From an optimization exercise on the open Yosys and OpenROAD flow, aimed at small area; shortcuts taken in it are not production practice.
Where RTL was checked, it was by simulation tests only, not by an equivalence proof against the original.
Only the layout flow was run in run 1; the RTL was not checked for function there.
The clock cells of runs 3 to 5 come from the design's own scripts or RTL, not from TritonCTS.
No driver is modelled on the clock port, so clock power and skew are understated where the tree is cut down; a real chip needs a root buffer or a tree.
Power and IR drop assume default switching activity.

$ cat flow/flow/run.sh
#!/bin/bash
# Own layout flow: the standard synthesis, then an area re-mapping of its
# combinational logic (the flip-flops stay exactly as synthesized), then
# the standard layout steps with port buffers of the smallest size.
# Each tool's output goes to a log of its own in this folder.
set -euo pipefail
W=$PWD
R=$W/orfs/results/$FLOW_PLATFORM/game_master_core/base
LIB=$FLOW_HOME/platforms/$FLOW_PLATFORM/lib/sky130_fd_sc_hd__tt_025C_1v80.lib
YOSYS=${YOSYS_EXE:-$(dirname "$FLOW_HOME")/tools/install/yosys/bin/yosys}

# 1. standard synthesis (1_2_yosys.v, 1_synth.odb)
bash standard.sh synth > log_1_synth.log 2>&1

# 2. area re-mapping of the combinational logic
cp "$R/1_2_yosys.v" "$W/1_2_yosys_standard.v"
sed -e "s#IN_LIB#$LIB#g" -e "s#IN_NETLIST#$W/1_2_yosys_standard.v#" \
    -e "s#OUT_NETLIST#$W/1_2_yosys_remapped.v#" -e "s#OUT_STAT#$W/remapped_stat.txt#" \
    flow/reabc.ys > "$W/reabc_run.ys"
"$YOSYS" -s "$W/reabc_run.ys" > log_2_reabc.log 2>&1
cp "$W/1_2_yosys_remapped.v" "$R/1_2_yosys.v"
rm -f "$R/1_synth.odb" "$R/1_synth.sdc"

# 3. the rest of the standard layout
bash standard.sh "BUFFER_PORTS_ARGS=-buffer_cell sky130_fd_sc_hd__buf_1" \
    "CTS_ARGS=-sink_clustering_enable -repair_clock_nets -dont_use_dummy_load -buf_list sky130_fd_sc_hd__clkbuf_8" \
    finish > log_3_layout.log 2>&1
test -f out/final.def
$ cat flow/flow/reabc.ys
# Re-map the combinational logic of the standard synthesis for area.
# The flip-flops are kept as they are (same instances, names and cells);
# every other cell is expanded to its function and mapped again by ABC with
# an area-oriented script, without the timing-driven buffering.
read_liberty -ignore_miss_func IN_LIB
read_verilog IN_NETLIST
hierarchy -top game_master_core
setattr -mod -set keep_hierarchy 1 sky130_fd_sc_hd__df* sky130_fd_sc_hd__edf*
flatten
rename -hide w:* i:* %d o:* %d
opt
abc -liberty IN_LIB  -dont_use sky130_fd_sc_hd__probe_p_8 -dont_use sky130_fd_sc_hd__probec_p_8 -dont_use sky130_fd_sc_hd__lpflow_bleeder_1 -dont_use sky130_fd_sc_hd__lpflow_clkbufkapwr_1 -dont_use sky130_fd_sc_hd__lpflow_clkbufkapwr_16 -dont_use sky130_fd_sc_hd__lpflow_clkbufkapwr_2 -dont_use sky130_fd_sc_hd__lpflow_clkbufkapwr_4 -dont_use sky130_fd_sc_hd__lpflow_clkbufkapwr_8 -dont_use sky130_fd_sc_hd__lpflow_clkinvkapwr_1 -dont_use sky130_fd_sc_hd__lpflow_clkinvkapwr_16 -dont_use sky130_fd_sc_hd__lpflow_clkinvkapwr_2 -dont_use sky130_fd_sc_hd__lpflow_clkinvkapwr_4 -dont_use sky130_fd_sc_hd__lpflow_clkinvkapwr_8 -dont_use sky130_fd_sc_hd__lpflow_decapkapwr_12 -dont_use sky130_fd_sc_hd__lpflow_decapkapwr_3 -dont_use sky130_fd_sc_hd__lpflow_decapkapwr_4 -dont_use sky130_fd_sc_hd__lpflow_decapkapwr_6 -dont_use sky130_fd_sc_hd__lpflow_decapkapwr_8 -dont_use sky130_fd_sc_hd__lpflow_inputiso0n_1 -dont_use sky130_fd_sc_hd__lpflow_inputiso0p_1 -dont_use sky130_fd_sc_hd__lpflow_inputiso1n_1 -dont_use sky130_fd_sc_hd__lpflow_inputiso1p_1 -dont_use sky130_fd_sc_hd__lpflow_inputisolatch_1 -dont_use sky130_fd_sc_hd__lpflow_isobufsrc_1 -dont_use sky130_fd_sc_hd__lpflow_isobufsrc_16 -dont_use sky130_fd_sc_hd__lpflow_isobufsrc_2 -dont_use sky130_fd_sc_hd__lpflow_isobufsrc_4 -dont_use sky130_fd_sc_hd__lpflow_isobufsrc_8 -dont_use sky130_fd_sc_hd__lpflow_isobufsrckapwr_16 -dont_use sky130_fd_sc_hd__lpflow_lsbuf_lh_hl_isowell_tap_1 -dont_use sky130_fd_sc_hd__lpflow_lsbuf_lh_hl_isowell_tap_2 -dont_use sky130_fd_sc_hd__lpflow_lsbuf_lh_hl_isowell_tap_4 -dont_use sky130_fd_sc_hd__lpflow_lsbuf_lh_isowell_4 -dont_use sky130_fd_sc_hd__lpflow_lsbuf_lh_isowell_tap_1 -dont_use sky130_fd_sc_hd__lpflow_lsbuf_lh_isowell_tap_2 -dont_use sky130_fd_sc_hd__lpflow_lsbuf_lh_isowell_tap_4 -script "+strash;dch;map -a;strash;dch;map -a;strash;dch;map -a;topo"
splitnets
opt_clean -purge
hilomap -hicell sky130_fd_sc_hd__conb_1 HI -locell sky130_fd_sc_hd__conb_1 LO
opt_clean -purge
insbuf -buf sky130_fd_sc_hd__buf_4 A X
opt_clean -purge
blackbox sky130_fd_sc_hd__df* sky130_fd_sc_hd__edf*
tee -o OUT_STAT stat -liberty IN_LIB
write_verilog -noattr -nohex -nodec OUT_NETLIST
$ cat flow/standard.sh
#!/bin/bash
# synth_recipe.tcl (not shown) runs the flow's synth.tcl, then flattens the netlist and writes it again
# the make line also repeats each setting of config.mk as NAME=value (left out here)
make -C /OpenROAD-flow-scripts/flow DESIGN_CONFIG=/design/flow/config.mk WORK_HOME=/design/flow/orfs CLKGATE_MAP_FILE= SYNTH_SCRIPT=/design/flow/synth_recipe.tcl "${@:-finish}"
$ cat flow/config.mk
export PLATFORM = sky130hd
export DESIGN_NAME = game_master_core
export DESIGN_NICKNAME = game_master_core
export VERILOG_FILES = /design/flow/design.v
export SDC_FILE = /design/flow/constraint.sdc
export NUM_CORES = 4
export LEC_CHECK = 0
export CAP_MARGIN = 20
export CORE_MARGIN = 2
export CORE_UTILIZATION = 40
export CTS_BUF_LIST = sky130_fd_sc_hd__clkbuf_8
export PLACE_DENSITY = 0.6
export SLEW_MARGIN = 20
$ cat flow/constraint.sdc
create_clock -name core_clock -period 10.0 [get_ports {clk}]
set_input_delay 2.0000 -clock core_clock [delete_from_list [all_inputs] [get_ports {clk}]]
set_output_delay 2.0000 -clock core_clock [all_outputs]
set_load 0.01 [all_outputs]
$ cat flow/design.v
`timescale 1ns / 1ps
module btn_debounce (
    input  logic clk,
    input  logic rst,
    input  logic btn_in,
    output logic btn_tick
);
    localparam logic [7:0] START = 8'h11;
    logic       d1, d2, d3, d4;
    logic [7:0] o;
    logic       set, low_ones, stable;
    assign set      = d1 ^ d2;
    assign low_ones = &o[6:0];
    assign stable   = low_ones & o[7];
    always_ff @(posedge clk or posedge rst) begin
        if (rst) begin
            d1 <= 1'b0;
            d2 <= 1'b0;
            d3 <= 1'b0;
            o  <= START;
        end else begin
            d1 <= btn_in;
            d2 <= d1;
            if (set) o <= START;
            else o <= {o[6:0], ~(o[7] ^ o[6] ^ o[4] ^ o[2]) | low_ones};
            if (!set && stable) d3 <= d2;
        end
    end
    always_ff @(posedge clk) d4 <= d3;
    assign btn_tick = d3 & ~d4;
endmodule
`timescale 1ns / 1ps
module game_master_core (
    input  logic       clk,
    input  logic       rst,
    input  logic       u_btn,
    input  logic       r_btn,
    input  logic       l_btn,
    input  logic       die_en,
    input  logic [2:0] die_value,
    output logic [3:0] sec0,
    output logic [3:0] sec1,
    output logic [3:0] min0,
    output logic [3:0] min1,
    output logic [5:0] p1_position,
    output logic [5:0] p2_position,
    output logic [2:0] play_state,
    output logic       wait_p1,
    output logic       wait_p2,
    output logic [1:0] score_p1,
    output logic [1:0] score_p2,
    output logic       scl,
    input  logic       sda_i,
    output logic       sda_o,
    output logic       sda_oe
);
    function automatic logic [12:0] l13(input logic [12:0] s);
        l13 = {s[11:0], ~(s[12] ^ s[3] ^ s[2] ^ s[0])};
    endfunction
    function automatic logic [9:0] l10(input logic [9:0] s);
        l10 = {s[8:0], ~(s[9] ^ s[6])};
    endfunction
    function automatic logic [6:0] l7(input logic [6:0] s);
        l7 = {s[5:0], ~(s[6] ^ s[5])};
    endfunction
    localparam logic [12:0] C13_1    = 13'h1;      
    localparam logic [12:0] C13_3000 = 13'h1cd0;   
    localparam logic [12:0] C13_7999 = 13'hb86;    
    localparam logic [9:0]  C10_999  = 10'h2b2;    
    localparam logic [6:0]  C7_24    = 7'h57;
    localparam logic [6:0]  C7_26    = 7'h5c;
    localparam logic [6:0]  C7_49    = 7'h2b;
    localparam logic [6:0]  C7_74    = 7'h6c;
    localparam logic [6:0]  C7_76    = 7'h32;
    localparam logic [6:0]  C7_99    = 7'h4b;
    logic u_tick, r_tick, l_tick;
    btn_debounce U_DB_U (.clk(clk), .rst(rst), .btn_in(u_btn), .btn_tick(u_tick));
    btn_debounce U_DB_R (.clk(clk), .rst(rst), .btn_in(r_btn), .btn_tick(r_tick));
    btn_debounce U_DB_L (.clk(clk), .rst(rst), .btn_in(l_btn), .btn_tick(l_tick));
    localparam logic [2:0] E_IDLE = 3'd0, E_SW = 3'd1, E_PLAY = 3'd2, E_STOP = 3'd3,
                           E_TO = 3'd4, E_END = 3'd5, E_RST = 3'd6;
    logic [2:0]  es;
    logic        start_r, restart_r;
    logic        play_en;
    logic        time_over;
    logic        game_final;
    logic [12:0] cnt;
    logic        end_wait;
    assign play_en    = (es == E_PLAY);
    assign play_state = es;
    assign end_wait   = (es == E_RST) && !restart_r && (cnt == C13_3000);
    always_ff @(posedge clk or posedge rst) begin
        if (rst) begin
            es        <= E_IDLE;
            start_r   <= 1'b0;
            restart_r <= 1'b0;
        end else begin
            start_r   <= 1'b0;
            restart_r <= 1'b0;
            case (es)
                E_IDLE: if (u_tick) begin es <= E_SW; start_r <= 1'b1; end
                E_SW:   if (u_tick) es <= E_PLAY;
                E_PLAY: begin
                    if (time_over) es <= E_TO;
                    else if (game_final) es <= E_END;
                    else if (r_tick) es <= E_STOP;
                end
                E_STOP: if (r_tick) es <= E_PLAY;
                E_TO, E_END: if (l_tick) begin es <= E_RST; restart_r <= 1'b1; end
                E_RST: if (end_wait) begin es <= E_SW; start_r <= 1'b1; end
                default: es <= E_IDLE;
            endcase
        end
    end
    localparam logic [1:0] T_INIT = 2'd0, T_STOP = 2'd1, T_RUN = 2'd2, T_END = 2'd3;
    logic [1:0] ts;
    logic       clear_r;
    logic [9:0] tcnt;
    logic       tick;
    logic       m1;
    logic [3:0] m0;
    logic [2:0] s1;
    logic [3:0] s0;
    always_ff @(posedge clk or posedge rst) begin
        if (rst) begin
            ts      <= T_INIT;
            clear_r <= 1'b1;
        end else begin
            clear_r <= (ts == T_INIT) && !start_r;
            case (ts)
                T_INIT: if (start_r) ts <= T_STOP;
                T_STOP: if (play_en) ts <= T_RUN;
                T_RUN: begin
                    if (time_over || game_final) ts <= T_END;
                    else if (!play_en) ts <= T_STOP;
                end
                default: if (restart_r) ts <= T_INIT;
            endcase
        end
    end
    always_ff @(posedge clk or posedge rst) begin
        if (rst) tcnt <= 10'd0;
        else if (ts == T_RUN) tcnt <= (tcnt == C10_999) ? 10'd0 : l10(tcnt);
    end
    always_ff @(posedge clk) tick <= (ts == T_RUN) && (tcnt == C10_999);
    assign time_over = !m1 && (m0 == 4'd0) && (s1 == 3'd0) && (s0 == 4'd0);
    always_ff @(posedge clk or posedge rst) begin
        if (rst) begin
            m1 <= 1'b1;
            m0 <= 4'd0;
            s1 <= 3'd0;
            s0 <= 4'd0;
        end else if (clear_r) begin
            m1 <= 1'b1;
            m0 <= 4'd0;
            s1 <= 3'd0;
            s0 <= 4'd0;
        end else if (tick && !time_over) begin
            if (s0 != 4'd0) s0 <= s0 - 4'd1;
            else begin
                s0 <= 4'd9;
                if (s1 != 3'd0) s1 <= s1 - 3'd1;
                else begin
                    s1 <= 3'd5;
                    if (m0 != 4'd0) m0 <= m0 - 4'd1;
                    else begin
                        m0 <= 4'd9;
                        m1 <= 1'b0;
                    end
                end
            end
        end
    end
    assign sec0 = s0;
    assign sec1 = {1'b0, s1};
    assign min0 = m0;
    assign min1 = {3'b000, m1};
    localparam logic [3:0] P_IDLE = 4'd0, P_NEW = 4'd1, P_I2C = 4'd2, P_CHK = 4'd3,
                           P_W1 = 4'd4, P_U1 = 4'd5, P_W2 = 4'd6, P_U2 = 4'd7,
                           P_CMP = 4'd8, P_END1 = 4'd9, P_END = 4'd10, P_WRS = 4'd11;
    logic [3:0] ps;
    logic [5:0] p1, p2;
    logic [1:0] gw;
    logic       ev, evdn;        
    logic       final_state, next_match;
    logic       pulse3, cmp_done;
    logic       in_turn;
    logic [5:0] cur, sum, newpos;
    logic       cur_up, cur_dn;
    logic       upd, clr_pos;
    assign pulse3   = (cnt == C13_3000);
    assign cmp_done = (cnt == C13_7999);
    assign in_turn  = (ps[3:2] == 2'b01);
    assign cur    = ps[1] ? p2 : p1;
    assign sum    = cur + {3'b000, die_value};
    logic at3, at8, at11, at23, at26, at35;
    assign at3  = (cur == 6'd3);
    assign at8  = (cur == 6'd8);
    assign at11 = (cur[4:0] == 5'd11);
    assign at23 = (cur[4:0] == 5'd23);
    assign at26 = (cur[4:0] == 5'd26);
    assign at35 = cur[5] && (cur[2:0] == 3'd3);
    assign cur_up = at3 || at8 || at23;
    assign cur_dn = at11 || at35 || at26;
    always_comb begin
        if (!ps[0]) newpos = (sum[5] && sum[3]) ? 6'd40 : sum;
        else if (at3)  newpos = 6'd10;
        else if (at8)  newpos = 6'd17;
        else if (at23) newpos = 6'd30;
        else if (at11) newpos = 6'd0;
        else if (at35) newpos = 6'd32;
        else if (at26) newpos = 6'd14;
        else newpos = cur;
    end
    assign upd     = play_en && in_turn && (ps[0] ? pulse3 : die_en);
    assign clr_pos = (ps == P_IDLE && start_r) ||
                     (play_en && (ps == P_END1 || ps == P_END) && !final_state && next_match);
    always_ff @(posedge clk) begin
        if (restart_r) cnt <= C13_1;
        else if (es == E_RST) cnt <= l13(cnt);
        else if (in_turn && ps[0]) begin
            if (pulse3) cnt <= play_en ? 13'd0 : C13_1;
            else cnt <= l13(cnt);
        end else if (ps == P_CMP) begin
            if (play_en) cnt <= cmp_done ? 13'd0 : l13(cnt);
        end else cnt <= 13'd0;
    end
    always_ff @(posedge clk or posedge rst) begin
        if (rst) begin
            p1 <= 6'd0;
            p2 <= 6'd0;
        end else if (clr_pos) begin
            p1 <= 6'd0;
            p2 <= 6'd0;
        end else if (upd) begin
            if (ps[1]) p2 <= newpos;
            else p1 <= newpos;
        end
    end
    always_ff @(posedge clk or posedge rst) begin
        if (rst) begin
            ps   <= P_IDLE;
            ev   <= 1'b0;
        end else if (restart_r) begin
            ps <= P_IDLE;
            ev <= 1'b0;
        end else begin
            if (ps == P_IDLE && start_r) ps <= P_NEW;
            if (ps == P_END1) ps <= P_END;
            if (play_en) begin
                case (ps)
                    P_NEW: ps <= P_W1;
                    P_W1, P_W2: begin
                        ev <= 1'b0;
                        if (die_en) ps <= {ps[3:1], 1'b1};
                    end
                    P_U1, P_U2: if (pulse3) begin
                        ps <= ps[1] ? P_CMP : P_W2;
                        ev <= cur_up | cur_dn;
                    end
                    P_CMP: begin
                        ev <= 1'b0;
                        if (cmp_done) ps <= P_I2C;
                    end
                    P_I2C: ps <= P_CHK;
                    P_CHK: begin
                        if ((p1[5] && p1[3]) || (p2[5] && p2[3])) ps <= P_END1;
                        else ps <= P_W1;
                    end
                    P_END1, P_END: begin
                        if (final_state) ps <= P_WRS;
                        else if (next_match) ps <= P_NEW;
                    end
                    default: ;
                endcase
            end
        end
    end
    always_ff @(posedge clk) begin
        if (play_en && ps == P_CMP) begin
            if (p1 == p2) gw <= 2'b00;
            else if (p1 > p2) gw <= 2'b01;
            else gw <= 2'b10;
        end
        if (play_en && in_turn && ps[0] && pulse3) evdn <= cur_dn;
    end
    assign p1_position = p1;
    assign p2_position = p2;
    assign wait_p1     = (ps == P_W1);
    assign wait_p2     = (ps == P_W2);
    localparam logic [2:0] V_IDLE = 3'd0, V_WAIT = 3'd1, V_WAIT1 = 3'd2, V_UPD = 3'd3,
                           V_CHK = 3'd4, V_OVER1 = 3'd5, V_OVER = 3'd6;
    logic [2:0]  vs;
    logic [1:0]  sc1, sc2;
    logic [12:0] vcnt;
    logic [1:0]  game_result;
    assign final_state = (vs == V_OVER1) || (vs == V_OVER);
    assign game_final  = (vs == V_OVER1);
    assign next_match  = (vs == V_WAIT1);
    assign game_result = (vs == V_CHK) ? 2'b00 : {sc2[1] & ~sc1[1], sc1[1] & ~sc2[1]};
    always_ff @(posedge clk or posedge rst) begin
        if (rst) begin
            vs   <= V_IDLE;
            sc1  <= 2'd0;
            sc2  <= 2'd0;
        end else begin
            case (vs)
                V_IDLE: begin
                    sc1 <= 2'd0;
                    sc2 <= 2'd0;
                    if (start_r) vs <= V_WAIT;
                end
                V_WAIT, V_WAIT1: begin
                    if (restart_r) vs <= V_IDLE;
                    else if (ps == P_END1) vs <= V_UPD;
                    else vs <= V_WAIT;
                end
                V_UPD: begin
                    if (vcnt == C13_7999) begin
                        vs <= V_CHK;
                        if (!gw[1]) sc1 <= sc1 + 2'd1;
                        if (!gw[0]) sc2 <= sc2 + 2'd1;
                    end
                end
                V_CHK: vs <= (sc1[1] || sc2[1]) ? V_OVER1 : V_WAIT1;
                V_OVER1, V_OVER: vs <= restart_r ? V_IDLE : V_OVER;
                default: vs <= V_IDLE;
            endcase
        end
    end
    always_ff @(posedge clk) vcnt <= (vs == V_UPD && vcnt != C13_7999) ? l13(vcnt) : 13'd0;
    assign score_p1 = sc1;
    assign score_p2 = sc2;
    localparam logic [1:0] C_IDLE = 2'd0, C_WR = 2'd1, C_WAIT = 2'd2;
    logic [1:0] cph;
    logic       cslave;    
    logic [1:0] creg;      
    logic       crst;      
    logic [1:0] cdat;      
    logic       m_idle, m_done;
    logic [1:0] p1v0, p2v0, p1v1, p2v1;
    logic [1:0] evdat;
    logic       c_go;      
    logic       c_next;    
    always_comb begin
        case (gw)
            2'b01:   begin p1v0 = 2'd1; p2v0 = 2'd2; end
            2'b10:   begin p1v0 = 2'd2; p2v0 = 2'd1; end
            default: begin p1v0 = 2'd0; p2v0 = 2'd0; end
        endcase
        case (game_result)
            2'b00:   begin p1v1 = 2'd1; p2v1 = 2'd1; end
            2'b01:   begin p1v1 = 2'd2; p2v1 = 2'd3; end
            2'b10:   begin p1v1 = 2'd3; p2v1 = 2'd2; end
            default: begin p1v1 = 2'd0; p2v1 = 2'd0; end
        endcase
        evdat = evdn ? 2'd1 : 2'd2;
    end
    assign c_go   = (cph == C_IDLE) && (restart_r || game_final || ps == P_I2C || ev);
    assign c_next = (cph == C_WAIT) && m_done &&
                    (crst ? !(cslave && creg[0]) : (!cslave && !creg[1]));
    always_ff @(posedge clk or posedge rst) begin
        if (rst) cph <= C_IDLE;
        else begin
            case (cph)
                C_IDLE:  if (c_go) cph <= C_WR;
                C_WR:    if (m_idle) cph <= C_WAIT;
                default: if (m_done) cph <= c_next ? C_WR : C_IDLE;
            endcase
        end
    end
    always_ff @(posedge clk) begin
        if (cph == C_IDLE) begin
            crst <= restart_r;
            if (restart_r) begin
                cslave <= 1'b0; creg <= 2'd0; cdat <= 2'd0;
            end else if (game_final) begin
                cslave <= 1'b0; creg <= 2'd1; cdat <= p1v1;
            end else if (ps == P_I2C) begin
                cslave <= 1'b0; creg <= 2'd0; cdat <= p1v0;
            end else begin
                cslave <= ps[3]; creg <= 2'd2; cdat <= evdat;
            end
        end else if (c_next) begin
            if (crst) begin
                cslave <= cslave | creg[0];
                creg   <= {1'b0, ~creg[0]};
            end else begin
                cslave <= 1'b1;
                cdat   <= creg[0] ? p2v1 : p2v0;
            end
        end
    end
    localparam logic [3:0] M_IDLE = 4'd0, M_S1 = 4'd1, M_S2 = 4'd2, M_AW = 4'd3,
                           M_AAW = 4'd4, M_RA = 4'd5, M_AR = 4'd6, M_WB = 4'd7,
                           M_AWB = 4'd8, M_P1 = 4'd9, M_P2 = 4'd10, M_P3 = 4'd11;
    logic [3:0] ms;
    logic [6:0] mc;        
    logic [2:0] bc;        
    logic       wack;      
    logic       scl_d;     
    logic       m_data, m_ack, rising, falling, m_end;
    logic [7:0] m_byte;
    assign m_idle  = (ms == M_IDLE);
    assign m_done  = (ms == M_P3);
    assign m_ack   = (ms == M_AAW) || (ms == M_AR) || (ms == M_AWB);
    assign m_data  = (ms == M_AW) || (ms == M_RA) || (ms == M_WB) || m_ack;
    assign rising  = (mc == C7_26);
    assign falling = (mc == C7_76);
    always_comb begin
        case (ms)
            M_S1, M_S2, M_P1: m_end = (mc == C7_49);
            M_P2, M_P3:       m_end = (mc == C7_24);
            default:          m_end = 1'b0;
        endcase
    end
    always_comb begin
        case (ms)
            M_AW:    m_byte = cslave ? 8'h54 : 8'hAA;
            M_RA:    m_byte = {6'd0, creg};
            default: m_byte = {6'd0, cdat};
        endcase
    end
    always_ff @(posedge clk or posedge rst) begin
        if (rst) ms <= M_IDLE;
        else begin
            case (ms)
                M_IDLE: if (cph == C_WAIT) ms <= M_S1;
                M_S1, M_S2, M_P1, M_P2: if (m_end) ms <= ms + 4'd1;
                M_P3: if (m_end) ms <= M_IDLE;
                M_AW, M_RA, M_WB: if (falling && bc == 3'd7) ms <= ms + 4'd1;
                M_AAW, M_AR, M_AWB: if (falling) ms <= (wack || ms == M_AWB) ? M_P1 : ms + 4'd1;
                default: ms <= M_IDLE;
            endcase
        end
    end
    always_ff @(posedge clk) begin
        scl_d <= 1'b0;
        if (m_idle) begin
            mc <= 7'd0;
            bc <= 3'd0;
        end else if (m_data) begin
            mc    <= (mc == C7_99 || (m_ack && falling && (wack || ms == M_AWB))) ? 7'd0 : l7(mc);
            scl_d <= (mc == C7_24) ? 1'b1 : (mc == C7_74) ? 1'b0 : scl_d;
            if (m_ack && rising) wack <= sda_i;
            if (!m_ack && falling) bc <= bc + 3'd1;
        end else begin
            mc <= m_end ? 7'd0 : l7(mc);
        end
    end
    always_comb begin
        scl    = 1'b1;
        sda_o  = 1'b1;
        sda_oe = 1'b1;
        if (m_data) scl = scl_d;
        else if (ms == M_S2 || ms == M_P1) scl = 1'b0;
        if (m_ack) sda_oe = 1'b0;
        case (ms)
            M_S1, M_S2, M_P1, M_P2: sda_o = 1'b0;
            M_AW, M_RA, M_WB:       sda_o = m_byte[~bc];
            default:                sda_o = 1'b1;
        endcase
    end
endmodule
==> results of run 1 <==
-- area by class of cell --
type                    instances  area [sq um]  share of cell area, %
clock buffers                  17         234.0                  3.058
multi-input cells             586          2888                  37.74
well taps                     225         281.5                  3.679
inverters                     161         606.8                  7.930
flip-flops and latches        144          3458                  45.19
repair buffers                 47         183.9                  2.404
-- state kept, by name (all words and copies together), names as in the netlist, 4 cells and up --
signal / cells
cnt: 13
vcnt: 13
tcnt: 10
U_DB_L.o: 8
U_DB_R.o: 8
U_DB_U.o: 8
mc: 7
p1: 6
p2: 6
m0: 4
ms: 4
ps: 4
s0: 4
-- layout by cell type, fill, tap and decap left out, drive strengths merged, types with 4 or more instances in the layout --
master / instances
o211ai: 6
buf: 47
nand2: 86
dfrtp: 85
nand4: 8
or2: 4
a211oi: 6
dfstp: 8
nor3: 32
a21oi: 77
o21ai: 63
edfxtp: 10
conb: 4
a32oi: 5
a22oi: 9
nand3: 34
xnor2: 4
nor4: 7
a31oi: 10
o22ai: 18
nor2: 174
clkinv: 160
xor2: 10
dfxtp: 41
clkbuf: 17
-- per-stage QoR --
step | utilization [%] | cell area (sq um) | instances | hold WS [ps]
2_1_floorplan | - | 6950 | 891 | 367.6
3_3_place_gp | 43.34 | 7418 | 1163 | 383.7
3_5_place_dp | 43.34 | 7418 | 1163 | 387.8
4_1_cts | 44.71 | 7652 | 1180 | 399.0
5_1_grt | 44.71 | 7652 | 1180 | 411.8
6_report | 44.71 | 7652 | 1180 | 396.2
-- layer usage --
metal / GRT usage [%] / vias to the layer above
met5: 0 / -
met1: 23.97 / 2764
met4: 6.481 / 0
met2: 26.54 / 146
li1: - / 3124
met3: 4.101 / 29
-- path summary, 6_finish.rpt --
path | startpoint | to
max in group asynchronous | rst | p2[2]
worst min register to register | U_DB_U.d1 | U_DB_U.d2
min in group asynchronous | rst | tcnt[0]
worst max-delay path | ms[1] | scl
worst max register to register | ps[0] | cnt[1]
worst min-delay path | U_DB_U.d1 | U_DB_U.d2
-- power breakdown --
group	leakage (nW)	switching [mW]	internal [mW]	total [mW]
clock	0.122	0.185	0.150	0.335
combinational	1.17	0.0704	0.0406	0.111
sequential	1.59	0.0286	0.625	0.653
==> qor.txt, run 1 <==
Max clock buf depth - 2
Fin crit share - 40.33%
Core area - 0.01712 sq mm
P_leak - 2.876 nW
Worst path depth - 8
Post-CTS Resized - 0
H-tree depth - 4
Final setup fails - 0
Fin crit period - 4033 ps
Largest net degree at the start of global routing - 56
Antenna-violating nets left - 0
Routability Congestion - 0.9213
Final hold vios - 0
Synth-to-layout area growth - 10.10%
Vias - 6063
Port bufs - 45
R2R Setup Slk - 6780 ps
Clock Pin Slew Worst Setup and Hold Paths - 70 ps
N_diodes - 0
Drt pass-1 iters - 6
Worst path bufs/invs - 3
Max VDD drop - 80.28 uV
Mapped Nets - 901
Root Driver - clkbuf_8
Routed WL - 15.28 mm
Post-Syn Area - 0.006950 sq mm
Tightest Hold Check Type - flip-flop to flip-flop
Worst R2R Path Depth - 9
DP Wirelength - 11.34 mm
# hold bufs at CTS - 0
Synth Area per Inst - 7.801 sq um
Layout filler cell count - 1740
Die W - 135.8 microns
DRC errors left - 0
Critical Path RT - 8000 ps
WL met3 - 778 microns
Status - finished clean
Worst hold path depth - 0
Worst-Margin Slew - 1081 ps
Synth Instances - 891
I/O Pins - 50
Startpoint Class - flip-flop
Pre-CTS WS - 6274 ps
WP data arrival - 2030 ps
GRT Residual Overflow - 0
Initial drt markers - 440
Clock buffer count from CTS - 17
Crit Path Max Fanout - 6
Num rows - 48
Vias in the first global route - 5628
Setup bufs post-CTS - 0
Antenna violations before repair - 0
CTS tree - built
Top Metal Used - met4
Cell mode on critical path - nor2_1
Setup TNS - 0 ps
Final Skew - 23.78 ps
Vias/cell - 5.138
Number of max-cap violations - 0
RSZ-0062 raised after global routing - no
Max Fclk - 0.2480 GHz
Initial Util - 40.61%
Final nets - 967
Final slew viol count - 0
Crit path cell chain - clkinv_1 > nor2_1 > nor2_1 > clkinv_1 > a21oi_1 > nor2_1 > a31oi_1 > buf_1
Fin worst setup slack - 5967 ps
PnR Total Power - 1.099 mW
DIE AREA - 0.01845 sq mm
Share of cells above drive strength 1 - 4.293%
Overall Global Routing Usage - 17.34%
Wire length on met1 - 7.341 mm
CP peak stage delay - 420 ps
Die H - 135.8 microns
Later-pin clock latency in the skew report - 430 ps
Clock Sinks - 144
Slowest CP cell - dfrtp_1
CP top delay family - compound AO/OA/AOI/OAI gates
Relative slew slack - 27.20%
PwrDens - 143.7 mW/mm^2
Met2 WL - 6.852 mm
Crit. End Element - output port
First-pass GRT wire length - 25.78 mm
Yosys warns - 2
CP Class - flip-flop to output port
Routed wire per std cell - 12.95 microns
==> run 2: changes to the inputs <==
--- a/flow/design.v
+++ b/flow/design.v
@@ -80,3 +80,4 @@
     localparam logic [2:0] E_IDLE = 3'd0, E_SW = 3'd1, E_PLAY = 3'd2, E_STOP = 3'd3,
-                           E_TO = 3'd4, E_END = 3'd5, E_RST = 3'd6;
+                           E_TO = 3'd4, E_END = 3'd5, E_RST = 3'd6,
+                           E_SW1 = 3'd7;   
     logic [2:0]  es;
@@ -89,3 +90,4 @@
     assign play_en    = (es == E_PLAY);
-    assign play_state = es;
+    assign play_state = (es == E_SW1) ? E_SW : es;
+    assign start_r    = (es == E_SW1);
     assign end_wait   = (es == E_RST) && !restart_r && (cnt == C13_3000);
@@ -94,10 +96,8 @@
             es        <= E_IDLE;
-            start_r   <= 1'b0;
             restart_r <= 1'b0;
         end else begin
-            start_r   <= 1'b0;
             restart_r <= 1'b0;
             case (es)
-                E_IDLE: if (u_tick) begin es <= E_SW; start_r <= 1'b1; end
-                E_SW:   if (u_tick) es <= E_PLAY;
+                E_IDLE: if (u_tick) es <= E_SW1;
+                E_SW, E_SW1: es <= u_tick ? E_PLAY : E_SW;
                 E_PLAY: begin
@@ -109,4 +109,3 @@
                 E_TO, E_END: if (l_tick) begin es <= E_RST; restart_r <= 1'b1; end
-                E_RST: if (end_wait) begin es <= E_SW; start_r <= 1'b1; end
-                default: es <= E_IDLE;
+                default: if (end_wait) es <= E_SW1;   
             endcase
==> qor.txt, run 2 <==
I/O Pins - 50 (unchanged)
Cells after DPL - 1158 (-0.43%)
Port bufs - 45 (unchanged)
Synth-to-layout area growth - 9.985%
Later-pin clock latency in the skew report - 440 ps (about the same)
Synth Area per Inst - 7.726 sq um (-0.96%)
Max Fclk - 0.2477 GHz (-0.11%)
# hold bufs at CTS - 0 (unchanged)
Number of max-cap violations - 0 (unchanged)
GRT Residual Overflow - 0 (unchanged)
Root Driver - clkbuf_8
Final setup fails - 0 (unchanged)
Biggest registers after layout - cnt x13, vcnt x13, tcnt x10
Commonest non-fill, non-tap cells in the layout - clkinv_1 (173), nor2_1 (163), nand2_1 (101)
FF/Latch Area - 0.003433 sq mm (-0.72%)
DP Wirelength - 11.22 mm (-1.1%)
Worst R2R Path Depth - 14 (+5)
DIE AREA - 0.01830 sq mm (-0.82%)
Setup bufs post-CTS - 0 (unchanged)
Layout filler cell count - 1729 (-0.63%)
CTS tree - built
Relative slew slack - 36.27% (+9.1 points)
Crit Path Max Fanout - 7 (+1)
Yosys warns - 2 (unchanged)
Mapped Nets - 902 (+0.11%)
Tightest Hold Check Type - flip-flop to flip-flop
Startpoint Class - flip-flop
Vias/cell - 5.122 (-0.32%)
Worst-Margin Slew - 952.5 ps (-128.0 ps)
Overall Global Routing Usage - 17.47% (+0.13 points)
Slowest CP cell - dfrtp_1
Initial Util - 41.26% (+0.66 points)
Post-CTS Resized - 0 (unchanged)
P_leak - 2.938 nW (+2.1%)
Die H - 135.3 microns (-0.41%)
Vias - 6018 (-0.74%)
Crit. End Element - output port
Final nets - 967 (unchanged)
Routability Congestion - 0.9205 (about the same)
Final slew viol count - 0 (unchanged)
Final Util - 45.39% (+0.68 points)
Area of the multi-input gates - 0.002805 sq mm (-2.9%)
PwrDens - 245.6 mW/mm^2 (+71%)
Post-Syn Area - 0.006892 sq mm (-0.85%)
Clock Sinks - 143 (-0.69%)
Share of cells above drive strength 1 - 3.770% (-0.52 points)
Setup TNS - 0 ps (unchanged)
WP data arrival - 2040 ps (about the same)
Pre-CTS WS - 6344 ps (+69.88 ps)
Critical Path RT - 8000 ps (about the same)
Num rows - 47 (-2.1%)
Commonest non-fill, non-tap cell in the layout - clkinv_1
Antenna violations before repair - 0 (unchanged)
Fin crit share - 40.37% (+0.044 points)
Status - finished clean
Clock Pin Slew Worst Setup and Hold Paths - 60 ps (about the same)
Fin crit period - 4037 ps (+4.430 ps)
Core area - 0.01670 sq mm (-2.4%)
CP Class - flip-flop to output port
Fin worst setup slack - 5963 ps (-4.430 ps)
Max VDD drop - 114.8 uV (+43%)
Die W - 135.3 microns (-0.41%)
Hold WS - 400.4 ps (+4.152 ps)
CP peak stage delay - 460 ps (+40 ps)
Cell mode on critical path - clkinv_1
Final hold vios - 0 (unchanged)
Largest net degree at the start of global routing - 48 (-14%)
DRC errors left - 0 (unchanged)
Initial drt markers - 362 (-18%)
Clock buffer count from CTS - 17 (unchanged)
N_diodes - 0 (unchanged)
Fin cells - 1175 (-0.42%)
Routed wire per std cell - 12.81 microns (-1.1%)
Antenna-violating nets left - 0 (unchanged)
Final Skew - 23.83 ps (+0.04720 ps)
Max clock buf depth - 2 (unchanged)
Crit path cell chain - nor2_1 > clkinv_1 > nor2_1 > clkinv_1 > nor2_1 > clkinv_1 > o21ai_0 > clkinv_1 > buf_1
H-tree depth - 4 (unchanged)
Synth Instances - 892 (+0.11%)
RSZ-0062 raised after global routing - no
Drt pass-1 iters - 5 (-1)
First-pass GRT wire length - 25.68 mm (-0.38%)
Routed WL - 15.05 mm (-1.5%)
Vias in the first global route - 5604 (-0.43%)
Worst hold path depth - 0 (unchanged)
-- run 2: cell count changes in the layout (fill, tap and decap cells not counted), moves of 3 or more --
cell | previous run | this run
o31ai_1 | 2 | 5
a22oi_1 | 9 | 4
nor2_1 | 174 | 163
a21oi_1 | 77 | 51
clkinv_1 | 160 | 173
nor4_1 | 7 | 13
o22ai_1 | 18 | 31
nand2_1 | 86 | 101
-- run 2: path summary, 6_finish.rpt --
check,endpoint,startpoint,slack [ps]
min in group asynchronous,U_DB_L.d2,rst,1620
worst min register to register,U_DB_U.d2,U_DB_U.d1,400
worst min-delay path,U_DB_U.d2,U_DB_U.d1,400
worst max register to register,p2[0],ps[1],6680
max in group asynchronous,ev,rst,7360
worst max-delay path,sda_oe,ms[0],5960
-- run 2: per-stage QoR --
step,total power [mW],area [sq um]
final,1.862,7580
after global routing,2.026,7580
after CTS,1.876,7580
after detailed placement,1.538,7346
after global placement,1.541,7346
after floorplan,1.339,6892
-- run 2: power by group --
part / total (mW) / internal, mW / switching (mW) / leakage (nW)
sequential: 0.802 / 0.694 / 0.108 / 1.58
clock: 0.329 / 0.150 / 0.180 / 0.122
combinational: 0.730 / 0.238 / 0.492 / 1.23
total: 1.86 / 1.08 / 0.780 / 2.94
-- run 2: cell type report --
type	count	share of cell area [%]
Sequential cell	143	45.30
Multi-Input combinational cell	575	37.01
Inverter	174	8.650
Tap cell	220	3.632
Clock buffer	17	3.087
Timing Repair Buffer	46	2.327
-- run 2: worst max-delay path, delay by kind of cell, from the launching register on --
kind            cells  cell delay, ps
simple gates        3             460
buf+inv             5             560
compound gates      1             130
flops               1             460
-- run 2: metal layers --
metal	vias to the layer above	global-route usage [%]	wire, microns
li1	3114	-	-
met1	2742	23.68	7334
met2	135	26.51	6687
met3	27	4.452	694
met4	0	7.697	331
met5	-	0	0
==> run 3: changes to the inputs <==
--- a/flow/flow/run.sh
+++ b/flow/flow/run.sh
@@ -3,3 +3,4 @@
 # combinational logic (the flip-flops stay exactly as synthesized), then
-# the standard layout steps with port buffers of the smallest size.
+# the standard layout steps with port buffers of the smallest size and a
+# smaller balanced clock tree of our own (flow/cts.tcl).
 # Each tool's output goes to a log of its own in this folder.
@@ -23,6 +24,15 @@
 
-# 3. the rest of the standard layout
-bash standard.sh "BUFFER_PORTS_ARGS=-buffer_cell sky130_fd_sc_hd__buf_1" \
-    "CTS_ARGS=-sink_clustering_enable -repair_clock_nets -dont_use_dummy_load -buf_list sky130_fd_sc_hd__clkbuf_8" \
-    finish > log_3_layout.log 2>&1
+# 3. placement, with port buffers of the smallest size
+PORTBUF="BUFFER_PORTS_ARGS=-buffer_cell sky130_fd_sc_hd__buf_1"
+bash standard.sh "$PORTBUF" place > log_3_place.log 2>&1
+
+# 4. clock tree: flow/cts.tcl in place of ORFS's CTS step (a root buffer and
+#    ten leaf buffers, each driving one cluster of flip-flops)
+bash standard.sh run "RUN_SCRIPT=$W/flow/cts.tcl" RUN_LOG_NAME_STEM=4_1_cts \
+    MY_CTS_CLOCK_PORT=clk MY_CTS_LEAVES=10 MY_CTS_LEAF_CELL=sky130_fd_sc_hd__clkbuf_8 \
+    MY_CTS_ROOT_CELL=sky130_fd_sc_hd__clkbuf_8 > log_4_cts.log 2>&1
+test -f "$R/4_1_cts.odb"
+
+# 5. routing and the rest of the standard layout
+bash standard.sh "$PORTBUF" finish > log_5_route_finish.log 2>&1
 test -f out/final.def
==> flow/flow/cts.tcl (new file) <==
# Clock tree step in place of ORFS's CTS: a two-level balanced tree.
# A root buffer beside the clk pin drives NLEAF leaf buffers; each leaf drives
# one cluster of flip-flops (k-means on their placed locations) and sits at
# the cluster's centre. Then the same legalisation and timing repair as ORFS's
# CTS step, and the same outputs (4_1_cts.odb, 4_cts.sdc).
utl::set_metrics_stage "cts__{}"
source $::env(SCRIPTS_DIR)/load.tcl
erase_non_stage_variables cts
load_design 3_place.odb 3_place.sdc

set nleaf [expr {[info exists ::env(MY_CTS_LEAVES)] ? $::env(MY_CTS_LEAVES) : 6}]
set leaf_cell [expr {[info exists ::env(MY_CTS_LEAF_CELL)] ? $::env(MY_CTS_LEAF_CELL) : "sky130_fd_sc_hd__clkbuf_8"}]
set root_cell [expr {[info exists ::env(MY_CTS_ROOT_CELL)] ? $::env(MY_CTS_ROOT_CELL) : "sky130_fd_sc_hd__clkbuf_8"}]

set db [ord::get_db]
set block [ord::get_db_block]
set clk_bterm [$block findBTerm $::env(MY_CTS_CLOCK_PORT)]
set clk_net [$clk_bterm getNet]

# flip-flop clock pins on the clock net
set sinks {}
foreach it [$clk_net getITerms] {
  lappend sinks $it
}
set n [llength $sinks]
puts "manual CTS: $n sinks, $nleaf leaves ($leaf_cell), root $root_cell"

proc iterm_xy { it } {
  set box [[$it getInst] getBBox]
  return [list [expr {([$box xMin] + [$box xMax]) / 2.0}] [expr {([$box yMin] + [$box yMax]) / 2.0}]]
}
set pts {}
foreach it $sinks { lappend pts [iterm_xy $it] }

# k-means, seeded with points spread along x then y order
set order [lsort -real -index 0 [lmap p $pts {set p}]]
set cent {}
for {set k 0} {$k < $nleaf} {incr k} {
  lappend cent [lindex $order [expr {int(($k + 0.5) * $n / $nleaf)}]]
}
set assign [lrepeat $n 0]
for {set iter 0} {$iter < 50} {incr iter} {
  # balanced assignment: each cluster takes at most ceil(n/nleaf) sinks,
  # points taken in order of their best distance
  set cap [expr {int(ceil(double($n) / $nleaf))}]
  set pairs {}
  for {set i 0} {$i < $n} {incr i} {
    lassign [lindex $pts $i] x y
    for {set k 0} {$k < $nleaf} {incr k} {
      lassign [lindex $cent $k] cx cy
      lappend pairs [list [expr {abs($x - $cx) + abs($y - $cy)}] $i $k]
    }
  }
  set pairs [lsort -real -index 0 $pairs]
  set done [lrepeat $n 0]
  set fill [lrepeat $nleaf 0]
  set new [lrepeat $n 0]
  foreach pr $pairs {
    lassign $pr d i k
    if {[lindex $done $i] || [lindex $fill $k] >= $cap} continue
    lset done $i 1
    lset fill $k [expr {[lindex $fill $k] + 1}]
    lset new $i $k
  }
  set ncent {}
  for {set k 0} {$k < $nleaf} {incr k} {
    set sx 0.0; set sy 0.0; set c 0
    for {set i 0} {$i < $n} {incr i} {
      if {[lindex $new $i] == $k} {
        lassign [lindex $pts $i] x y
        set sx [expr {$sx + $x}]; set sy [expr {$sy + $y}]; incr c
      }
    }
    if {$c > 0} { lappend ncent [list [expr {$sx / $c}] [expr {$sy / $c}]] } else { lappend ncent [lindex $cent $k] }
  }
  set cent $ncent
  if {$new == $assign} break
  set assign $new
}

# root buffer next to the clock pin
set pin_box [$clk_bterm getBBox]
set px [expr {([$pin_box xMin] + [$pin_box xMax]) / 2}]
set py [expr {([$pin_box yMin] + [$pin_box yMax]) / 2}]
set core [$block getCoreArea]
set px [expr {max([$core xMin], min($px, [$core xMax] - 10000))}]
set py [expr {max([$core yMin], min($py, [$core yMax] - 10000))}]

set root [odb::dbInst_create $block [$db findMaster $root_cell] clkbuf_root]
$root setLocation $px $py
$root setPlacementStatus PLACED
set root_net [odb::dbNet_create $block clknet_root]
$root_net setSigType CLOCK
[$root findITerm A] connect $clk_net
[$root findITerm X] connect $root_net

for {set k 0} {$k < $nleaf} {incr k} {
  lassign [lindex $cent $k] cx cy
  set b [odb::dbInst_create $block [$db findMaster $leaf_cell] clkbuf_leaf_$k]
  $b setLocation [expr {int($cx)}] [expr {int($cy)}]
  $b setPlacementStatus PLACED
  set net [odb::dbNet_create $block clknet_leaf_$k]
  $net setSigType CLOCK
  [$b findITerm A] connect $root_net
  [$b findITerm X] connect $net
  set cnt 0
  for {set i 0} {$i < $n} {incr i} {
    if {[lindex $assign $i] == $k} {
      set it [lindex $sinks $i]
      $it disconnect
      $it connect $net
      incr cnt
    }
  }
  puts "leaf $k: $cnt sinks at ([expr {int($cx)}], [expr {int($cy)}])"
}

set_propagated_clock [all_clocks]

set_placement_padding -global \
  -left $::env(CELL_PAD_IN_SITES_DETAIL_PLACEMENT) \
  -right $::env(CELL_PAD_IN_SITES_DETAIL_PLACEMENT)
detailed_placement
log_cmd estimate_parasitics -placement

report_clock_skew
report_check_types -max_slew -max_capacitance -violators

repair_timing_helper
detailed_placement
check_placement -verbose

report_metrics 4 "cts final"

orfs_write_db $::env(RESULTS_DIR)/4_1_cts.odb
orfs_write_sdc $::env(RESULTS_DIR)/4_cts.sdc
==> qor.txt, run 3 <==
PnR Total Power - 1.800 mW (-3.3%)
Post-CTS Resized - 0 (unchanged)
Largest net degree at the start of global routing - 48 (unchanged)
Routability Congestion - 0.9205 (unchanged)
DRC errors left - 0 (unchanged)
Setup TNS - 0 ps (unchanged)
Relative slew slack - 37.39% (+1.1 points)
Vias/cell - 5.115 (-0.12%)
WP data arrival - 2050 ps (about the same)
RSZ-0062 raised after global routing - no
Die H - 135.3 microns (unchanged)
Synth Instances - 892 (unchanged)
Cell mode on critical path - clkinv_1
Initial drt markers - 391 (+8.0%)
Slowest CP cell - dfrtp_1
I/O Pins - 50 (unchanged)
Later-pin clock latency in the skew report - 430 ps (about the same)
Die W - 135.3 microns (unchanged)
N_diodes - 0 (unchanged)
Max Fclk - 0.2471 GHz (-0.25%)
Switching Fraction - 42.80% (+0.90 points)
Final slew viol count - 0 (unchanged)
PwrDens - 240.1 mW/mm^2 (-2.3%)
Max VDD drop - 200.0 uV (+74%)
Antenna violations before repair - 0 (unchanged)
Crit path cell chain - nor2_1 > clkinv_1 > nor2_1 > clkinv_1 > nor2_1 > clkinv_1 > o21ai_0 > clkinv_1 > buf_1
Commonest non-fill, non-tap cells in the layout - clkinv_1 (173), nor2_1 (163), nand2_1 (101)
Commonest non-fill, non-tap cell in the layout - clkinv_1
Fin crit period - 4047 ps (+10.02 ps)
Final setup fails - 0 (unchanged)
Overall Global Routing Usage - 16.20% (-1.3 points)
Final Skew - 10.74 ps (-13.09 ps)
Clock Pin Slew Worst Setup and Hold Paths - 90 ps (+30 ps)
R2R Path End - p2[0]
First-pass GRT wire length - 25.43 mm (-0.97%)
Antenna-violating nets left - 0 (unchanged)
Synth Area per Inst - 7.726 sq um (unchanged)
Biggest registers after layout - cnt x13, vcnt x13, tcnt x10
Final nets - 961 (-0.62%)
Port bufs - 45 (unchanged)
GRT Residual Overflow - 0 (unchanged)
P_int - 1.029 mW (-4.8%)
Crit. End Element - output port
Tightest Hold Check Type - flip-flop to flip-flop
Share of cells above drive strength 1 - 3.161% (-0.61 points)
Vias - 5980 (-0.63%)
Worst path bufs/invs - 5 (unchanged)
CP peak stage delay - 470 ps (about the same)
Drt pass-1 iters - 5 (unchanged)
Post-Syn Area - 0.006892 sq mm (unchanged)
Worst hold start - U_DB_U.d1
R2R Setup Slk - 6680 ps (about the same)
Number of max-cap violations - 0 (unchanged)
Worst R2R Path Depth - 14 (unchanged)
Routed wire per std cell - 12.68 microns (-1.0%)
Clock power frac - 15.0% (-2.7 points)
Worst hold path depth - 0 (unchanged)
Critical Path RT - 8000 ps (about the same)
Yosys warns - 2 (unchanged)
Initial Util - 41.26% (unchanged)
Routed WL - 14.82 mm (-1.5%)
Final hold vios - 0 (unchanged)
Synth-to-layout area growth - 8.787%
RR Startpoint - ps[1]
P_leak - 2.894 nW (-1.5%)
Core area - 0.01670 sq mm (unchanged)
Mapped Nets - 902 (unchanged)
Fin crit share - 40.47% (+0.10 points)
CP top delay family - buffers and inverters
Vias in the first global route - 5557 (-0.84%)
Status - finished clean
Hold Path End - U_DB_U.d2
# hold bufs at CTS - 0 (unchanged)
Worst-Margin Slew - 935.7 ps (-16.82 ps)
DP Wirelength - 11.22 mm (unchanged)
Sequential Power Share - 44.5% (+1.4 points)
CP Class - flip-flop to output port
Setup bufs post-CTS - 0 (unchanged)
Sw Pwr - 0.7703 mW (-1.2%)
Num rows - 47 (unchanged)
Startpoint Class - flip-flop
DIE AREA - 0.01830 sq mm (unchanged)
Crit Path Max Fanout - 7 (unchanged)
Comb pwr share - 40.5% (+1.3 points)
run 3: metrics by stage:
stage               hold WS, ps  util (%)  std cells  worst slack, ps  cell area [sq um]
global route              428.1     44.89       1169             5684               7497
floorplan                 367.6         -        892             6464               6892
global placement          377.1     43.98       1158             6366               7346
detailed placement        391.8     43.98       1158             6344               7346
finish                    405.7     44.89       1169             5953               7497
run 3: worst max-delay path by stage:
stage / start / to / slack, ps / cells after the start
2_1_floorplan: rst / U_DB_L.d1 / 6460 / 1
3_3_place_gp: die_value[0] / p2[2] / 6370 / 13
3_5_place_dp: die_value[0] / p2[2] / 6340 / 13
4_1_cts: ms[0] / sda_oe / 5900 / 9
5_1_grt: ms[0] / sda_oe / 5680 / 9
6_report: ms[0] / sda_oe / 5950 / 9
run 3: cell type report:
class	instances	area, sq um
multi-input cells	575	2805
flip-flops and latches	143	3433
plain buffers	11	151.4
well taps	220	275.3
fillers	1736	9204
repair buffers	46	176.4
inverters	174	655.6
run 3: metal layers:
metal / share of wire [%] / vias to the layer above / track usage, %
met5: 0 / - / 0
met4: 2.1 / 0 / 3.704
met3: 5.0 / 30 / 1.908
met1: 48 / 2717 / 23.47
met2: 45 / 138 / 26.17
li1: - / 3095 / -
run 3: power groups by stage:
stage / clock network [mW] / logic (mW) / registers, mW
global placement: 0 / 0.731 / 0.810
finish: 0.270 / 0.729 / 0.801
global route: 0.308 / 0.835 / 0.818
detailed placement: 0 / 0.726 / 0.812
floorplan: 0 / 0.548 / 0.792
CTS: 0.288 / 0.729 / 0.800
==> run 4: changes to the inputs <==
--- a/flow/design.v
+++ b/flow/design.v
@@ -392,5 +392,6 @@
     end
-    localparam logic [3:0] M_IDLE = 4'd0, M_S1 = 4'd1, M_S2 = 4'd2, M_AW = 4'd3,
-                           M_AAW = 4'd4, M_RA = 4'd5, M_AR = 4'd6, M_WB = 4'd7,
-                           M_AWB = 4'd8, M_P1 = 4'd9, M_P2 = 4'd10, M_P3 = 4'd11;
+    localparam logic [3:0] M_IDLE = 4'b0000, M_S1 = 4'b0001, M_S2 = 4'b0010,
+                           M_P1 = 4'b0100, M_P2 = 4'b0101, M_P3 = 4'b0110,
+                           M_AW = 4'b1000, M_AAW = 4'b1001, M_RA = 4'b1010,
+                           M_AR = 4'b1011, M_WB = 4'b1100, M_AWB = 4'b1101;
     logic [3:0] ms;
@@ -404,4 +405,4 @@
     assign m_done  = (ms == M_P3);
-    assign m_ack   = (ms == M_AAW) || (ms == M_AR) || (ms == M_AWB);
-    assign m_data  = (ms == M_AW) || (ms == M_RA) || (ms == M_WB) || m_ack;
+    assign m_ack   = ms[3] && ms[0];
+    assign m_data  = ms[3];
     assign rising  = (mc == C7_26);
@@ -427,3 +428,4 @@
                 M_IDLE: if (cph == C_WAIT) ms <= M_S1;
-                M_S1, M_S2, M_P1, M_P2: if (m_end) ms <= ms + 4'd1;
+                M_S1, M_P1, M_P2: if (m_end) ms <= ms + 4'd1;
+                M_S2: if (m_end) ms <= M_AW;
                 M_P3: if (m_end) ms <= M_IDLE;
==> qor.txt, run 4 <==
Synth Area per Inst - 7.828 sq um (+1.3%)
Placed cell areas - 0.007333 sq mm (-0.17%)
Final slew viol count - 0 (unchanged)
Routability Congestion - 0.8902 (-3.3%)
GRT Residual Overflow - 0 (unchanged)
Worst R2R Path Depth - 9 (-5)
Port bufs - 45 (unchanged)
Max VDD drop - 210.7 uV (+5.4%)
Final Skew - 10.75 ps (+0.003000 ps)
Crit. End Element - output port
First-pass GRT wire length - 25.48 mm (+0.19%)
Final Util - 44.97% (+0.083 points)
Setup bufs post-CTS - 0 (unchanged)
Later-pin clock latency in the skew report - 430 ps (about the same)
Relative slew slack - 30.02% (-7.4 points)
Crit path launch - ps[2]
DP Wirelength - 10.91 mm (-2.8%)
Vias - 5910 (-1.2%)
Fin area - 0.007485 sq mm (-0.17%)
Layout filler cell count - 1745 (+0.52%)
Worst-Margin Slew - 1046 ps (+110.2 ps)
Core area - 0.01664 sq mm (-0.35%)
WP data arrival - 2070 ps (+20 ps)
Fin crit period - 4068 ps (+21.33 ps)
# hold bufs at CTS - 0 (unchanged)
Commonest non-fill, non-tap cells in the layout - nor2_1 (163), clkinv_1 (157), nand2_1 (96)
Fin worst setup slack - 5932 ps (-21.33 ps)
Final nets - 948 (-1.4%)
Share of cells above drive strength 1 - 3.632% (+0.47 points)
Synth Instances - 875 (-1.9%)
Die W - 134.9 microns (-0.30%)
Hold WS - 407.9 ps (+2.232 ps)
Drt pass-1 iters - 5 (unchanged)
RR Startpoint - ps[1]
Vias/cell - 5.112 (about the same)
Setup TNS - 0 ps (unchanged)
CP Class - flip-flop to output port
Cells after DPL - 1145 (-1.1%)
Number of max-cap violations - 0 (unchanged)
Antenna violations before repair - 0 (unchanged)
RSZ-0062 raised after global routing - no
Commonest non-fill, non-tap cell in the layout - nor2_1
Status - finished clean
Num rows - 47 (unchanged)
Critical Path RT - 8000 ps (about the same)
Pre-CTS WS - 6295 ps (-48.93 ps)
R2R Setup Slk - 6610 ps (-70 ps)
I/O Pins - 50 (unchanged)
Startpoint Class - flip-flop
Synth-to-layout area growth - 9.280%
Fin cells - 1156 (-1.1%)
Final setup fails - 0 (unchanged)
Max Fclk - 0.2458 GHz (-0.52%)
Post-Syn Area - 0.006849 sq mm (-0.62%)
Die H - 134.9 microns (-0.30%)
Post-CTS Resized - 0 (unchanged)
Vias in the first global route - 5467 (-1.6%)
Biggest registers after layout - cnt x13, vcnt x13, tcnt x10
Final hold vios - 0 (unchanged)
DRC errors left - 0 (unchanged)
Worst hold start - U_DB_L.d1
Clock Pin Slew Worst Setup and Hold Paths - 90 ps (about the same)
Yosys warns - 2 (unchanged)
Routed wire per std cell - 12.62 microns (-0.45%)
Tightest Hold Check Type - flip-flop to flip-flop
P_leak - 2.951 nW (+1.9%)
N_diodes - 0 (unchanged)
Initial drt markers - 390 (-0.26%)
Overall Global Routing Usage - 16.30% (+0.094 points)
Initial Util - 41.15% (-0.11 points)
Antenna-violating nets left - 0 (unchanged)
PnR Total Power - 1.275 mW (-29%)
Routed WL - 14.59 mm (-1.6%)
Mapped Nets - 885 (-1.9%)
Worst hold path depth - 0 (unchanged)
Fin crit share - 40.68% (+0.21 points)
Largest net degree at the start of global routing - 51 (+6.3%)
PwrDens - 170.3 mW/mm^2 (-29%)
Crit Path Max Fanout - 7 (unchanged)
DIE AREA - 0.01819 sq mm (-0.60%)
==> run 4: critical path, cell delays in order (launching register included) <==
cell	delay [ps]
dfrtp_1	440
clkinv_1	220
nor2_1	190
clkinv_1	130
nor2_1	230
clkinv_1	140
nor2_1	130
buf_1	170
==> run 4: worst paths after layout <==
path / to
worst max-delay path: wait_p2
worst min-delay path: U_DB_L.d2
worst max register to register: p1[2]
worst min register to register: U_DB_L.d2
max in group asynchronous: tcnt[2]
min in group asynchronous: p1[3]
==> run 4: power by group <==
part / internal (mW) / switching [mW] / total [mW]
Sequential: 0.657 / 0.0709 / 0.728
Combinational: 0.103 / 0.166 / 0.269
Clock: 0.0986 / 0.179 / 0.277
Total: 0.859 / 0.415 / 1.27
==> run 4: final cells by class <==
type                            count  area, sq um  share of cell area [%]
Timing Repair Buffer               50        206.4                   2.758
Tap cell                          220        275.3                   3.678
Buffer                             11        151.4                   2.023
Sequential cell                   143         3433                   45.87
Inverter                          158        595.6                   7.957
Multi-Input combinational cell    574         2823                   37.71
==> run 4: metal layers <==
layer  vias to the layer above  wire (microns)  track usage (%)  share of wire, %
li1                       3058               -                -                 -
met1                      2717            7427            24.52                51
met2                       121            6371            26.48                44
met3                        14             623            1.314               4.3
met4                         0             165            2.047               1.1
met5                         -               0                0                 0
==> run 5: changes to the inputs <==
--- a/flow/flow/run.sh
+++ b/flow/flow/run.sh
@@ -31,3 +31,3 @@
 bash standard.sh run "RUN_SCRIPT=$W/flow/cts.tcl" RUN_LOG_NAME_STEM=4_1_cts \
-    MY_CTS_CLOCK_PORT=clk MY_CTS_LEAVES=10 MY_CTS_LEAF_CELL=sky130_fd_sc_hd__clkbuf_8 \
+    MY_CTS_CLOCK_PORT=clk MY_CTS_LEAVES=8 MY_CTS_LEAF_CELL=sky130_fd_sc_hd__clkbuf_8 \
     MY_CTS_ROOT_CELL=sky130_fd_sc_hd__clkbuf_8 > log_4_cts.log 2>&1
--- a/flow/config.mk
+++ b/flow/config.mk
@@ -9,5 +9,5 @@
 export CORE_MARGIN = 2
-export CORE_UTILIZATION = 40
+export CORE_UTILIZATION = 60
 export CTS_BUF_LIST = sky130_fd_sc_hd__clkbuf_8
-export PLACE_DENSITY = 0.6
+export PLACE_DENSITY = 0.75
 export SLEW_MARGIN = 20
==> qor.txt, run 5 <==
Commonest non-fill, non-tap cells in the layout - nor2_1 (162), clkinv_1 (157), nand2_1 (96)
Relative slew slack - 29.20% (-0.82 points)
Crit. End Element - output port
Pre-CTS WS - 6328 ps (+32.37 ps)
Setup TNS - 0 ps (unchanged)
Commonest non-fill, non-tap cell in the layout - nor2_1
Max Fclk - 0.2475 GHz (+0.70%)
RR Startpoint - ps[1]
Synth Instances - 875 (unchanged)
Final nets - 943 (-0.53%)
Synth Area per Inst - 7.828 sq um (unchanged)
Max VDD drop - 215.8 uV (+2.4%)
Startpoint Class - flip-flop
FF/Latch Area - 0.003433 sq mm (unchanged)
RSZ-0062 raised after global routing - no
Crit path to - wait_p2
Post-CTS Resized - 0 (unchanged)
Critical Path RT - 8000 ps (about the same)
GRT Residual Overflow - 0 (unchanged)
Mapped Nets - 885 (unchanged)
Initial Util - 60.76% (+20 points)
Synth-to-layout area growth - 7.161%
Biggest registers after layout - cnt x13, vcnt x13, tcnt x10
Initial drt markers - 577 (+48%)
Fin area - 0.007340 sq mm (-1.9%)
Worst hold start - U_DB_R.d3
Worst-Margin Slew - 1051 ps (+5.035 ps)
Final Util - 65.11% (+20 points)
Antenna violations before repair - 0 (unchanged)
Yosys warns - 2 (unchanged)
Share of cells above drive strength 1 - 3.222% (-0.41 points)
Clock Pin Slew Worst Setup and Hold Paths - 130 ps (+40 ps)
R2R Setup Slk - 6700 ps (+90 ps)
Fin crit period - 4040 ps (-28.46 ps)
Routability Congestion - 0.9127 (+2.5%)
Final hold vios - 0 (unchanged)
DP Wirelength - 11.04 mm (+1.2%)
Layout filler cell count - 976 (-44%)
Crit Path Max Fanout - 7 (unchanged)
Drt pass-1 iters - 5 (unchanged)
CP Class - flip-flop to output port
DIE AREA - 0.01229 sq mm (-32%)
Placed cell areas - 0.007213 sq mm (-1.6%)
Status - finished clean
P_leak - 2.920 nW (-1.0%)
Final Skew - 24.40 ps (+13.65 ps)
Port bufs - 45 (unchanged)
Num rows - 39 (-17%)
Fin crit share - 40.40% (-0.28 points)
Vias - 6048 (+2.3%)
Cells after DPL - 1065 (-7.0%)
Die H - 110.8 microns (-18%)
Hold WS - 393.8 ps (-14.13 ps)
First-pass GRT wire length - 25.67 mm (+0.73%)
Number of max-cap violations - 0 (unchanged)
DRC errors left - 0 (unchanged)
Die W - 110.8 microns (-18%)
Area of the multi-input gates - 0.002825 sq mm (about the same)
# hold bufs at CTS - 0 (unchanged)
Final slew viol count - 0 (unchanged)
Core area - 0.01127 sq mm (-32%)
Post-Syn Area - 0.006849 sq mm (unchanged)
Routed WL - 14.72 mm (+0.91%)
Antenna-violating nets left - 0 (unchanged)
WP data arrival - 2040 ps (-30 ps)
Final setup fails - 0 (unchanged)
PwrDens - 170.7 mW/mm^2 (+0.26%)
Routed wire per std cell - 13.71 microns (+8.6%)
N_diodes - 0 (unchanged)
R2R Path End - p1[2]
Setup bufs post-CTS - 0 (unchanged)
Fin worst setup slack - 5960 ps (+28.46 ps)
Vias in the first global route - 5795 (+6.0%)
Later-pin clock latency in the skew report - 430 ps (about the same)
I/O Pins - 50 (unchanged)
Fin cells - 1074 (-7.1%)
Vias/cell - 5.631 (+10%)
Crit path launch - ps[2]
Overall Global Routing Usage - 23.86% (+7.6 points)
Worst R2R Path Depth - 9 (unchanged)
Largest net degree at the start of global routing - 49 (-3.9%)
PnR Total Power - 1.253 mW (-1.7%)
Tightest Hold Check Type - flip-flop to flip-flop
run 5: layout make-up:
| cell class | instances | area share, % |
|---|---|---|
| sequential | 143 | 46.78 |
| multi-input combinational | 574 | 38.49 |
| inverter | 158 | 8.098 |
| timing repair buffer | 47 | 2.506 |
| tap | 143 | 2.438 |
| buffer | 9 | 1.688 |
run 5: routing by layer:
metal  up-vias  share of wire [%]  GRT usage [%]
li1       3043                  -              -
met1      2817                 46          34.01
met2       164                 48          41.15
met3        24                4.8          1.968
met4         0                1.4          3.583
met5         -                  0              0
run 5: critical path, stage by stage (launching register included):
cell	delay, ps
dfrtp_1	450
clkinv_1	220
nor2_1	190
clkinv_1	130
nor2_1	200
clkinv_1	140
nor2_1	120
buf_1	160
run 5: power by group:
group          internal, mW  switching [mW]
Clock                0.0819           0.170
Combinational         0.103           0.168
Sequential            0.658          0.0721
run 5: worst min-delay path by stage:
stage	end	slack, ps	cells past startpoint
floorplan	U_DB_R.d4	370	0
global placement	U_DB_R.d4	380	0
detailed placement	U_DB_R.d4	390	0
CTS	U_DB_R.d4	410	0
global route	U_DB_R.d4	410	0
finish	U_DB_R.d4	390	0

-- what the ideal ports hide --
The results above use ideal ports. As a check the final layouts listed here were re-extracted and re-timed, cells and wires unchanged.
Step 1 assumes that a clkbuf_16 drives the clock port and a buf_2 every other input.
Step 2 adds t to the input delays and takes it off the output delays; t is the mean of the earliest and latest rising clock arrival at the registers after step 1. Input paths then give back, and output paths get back, about the clock's delay inside the block.
Three values: ideal, step 1, step 2; two values: the first two.
run	shift t [ns]	slack for setup (ns)	worst setup path at the end
run 1	0.458	5.967 / 5.930 / 6.239	input to register
run 2	0.467	5.963 / 5.927 / 6.309	input to register
run 3	0.436	5.953 / 5.937 / 6.310	input to register
run 4	0.445	5.932 / 5.916 / 6.285	input to register
run 5	0.429	5.960 / 5.944 / 6.315	input to register
After both steps setup and hold are still met in every run listed.
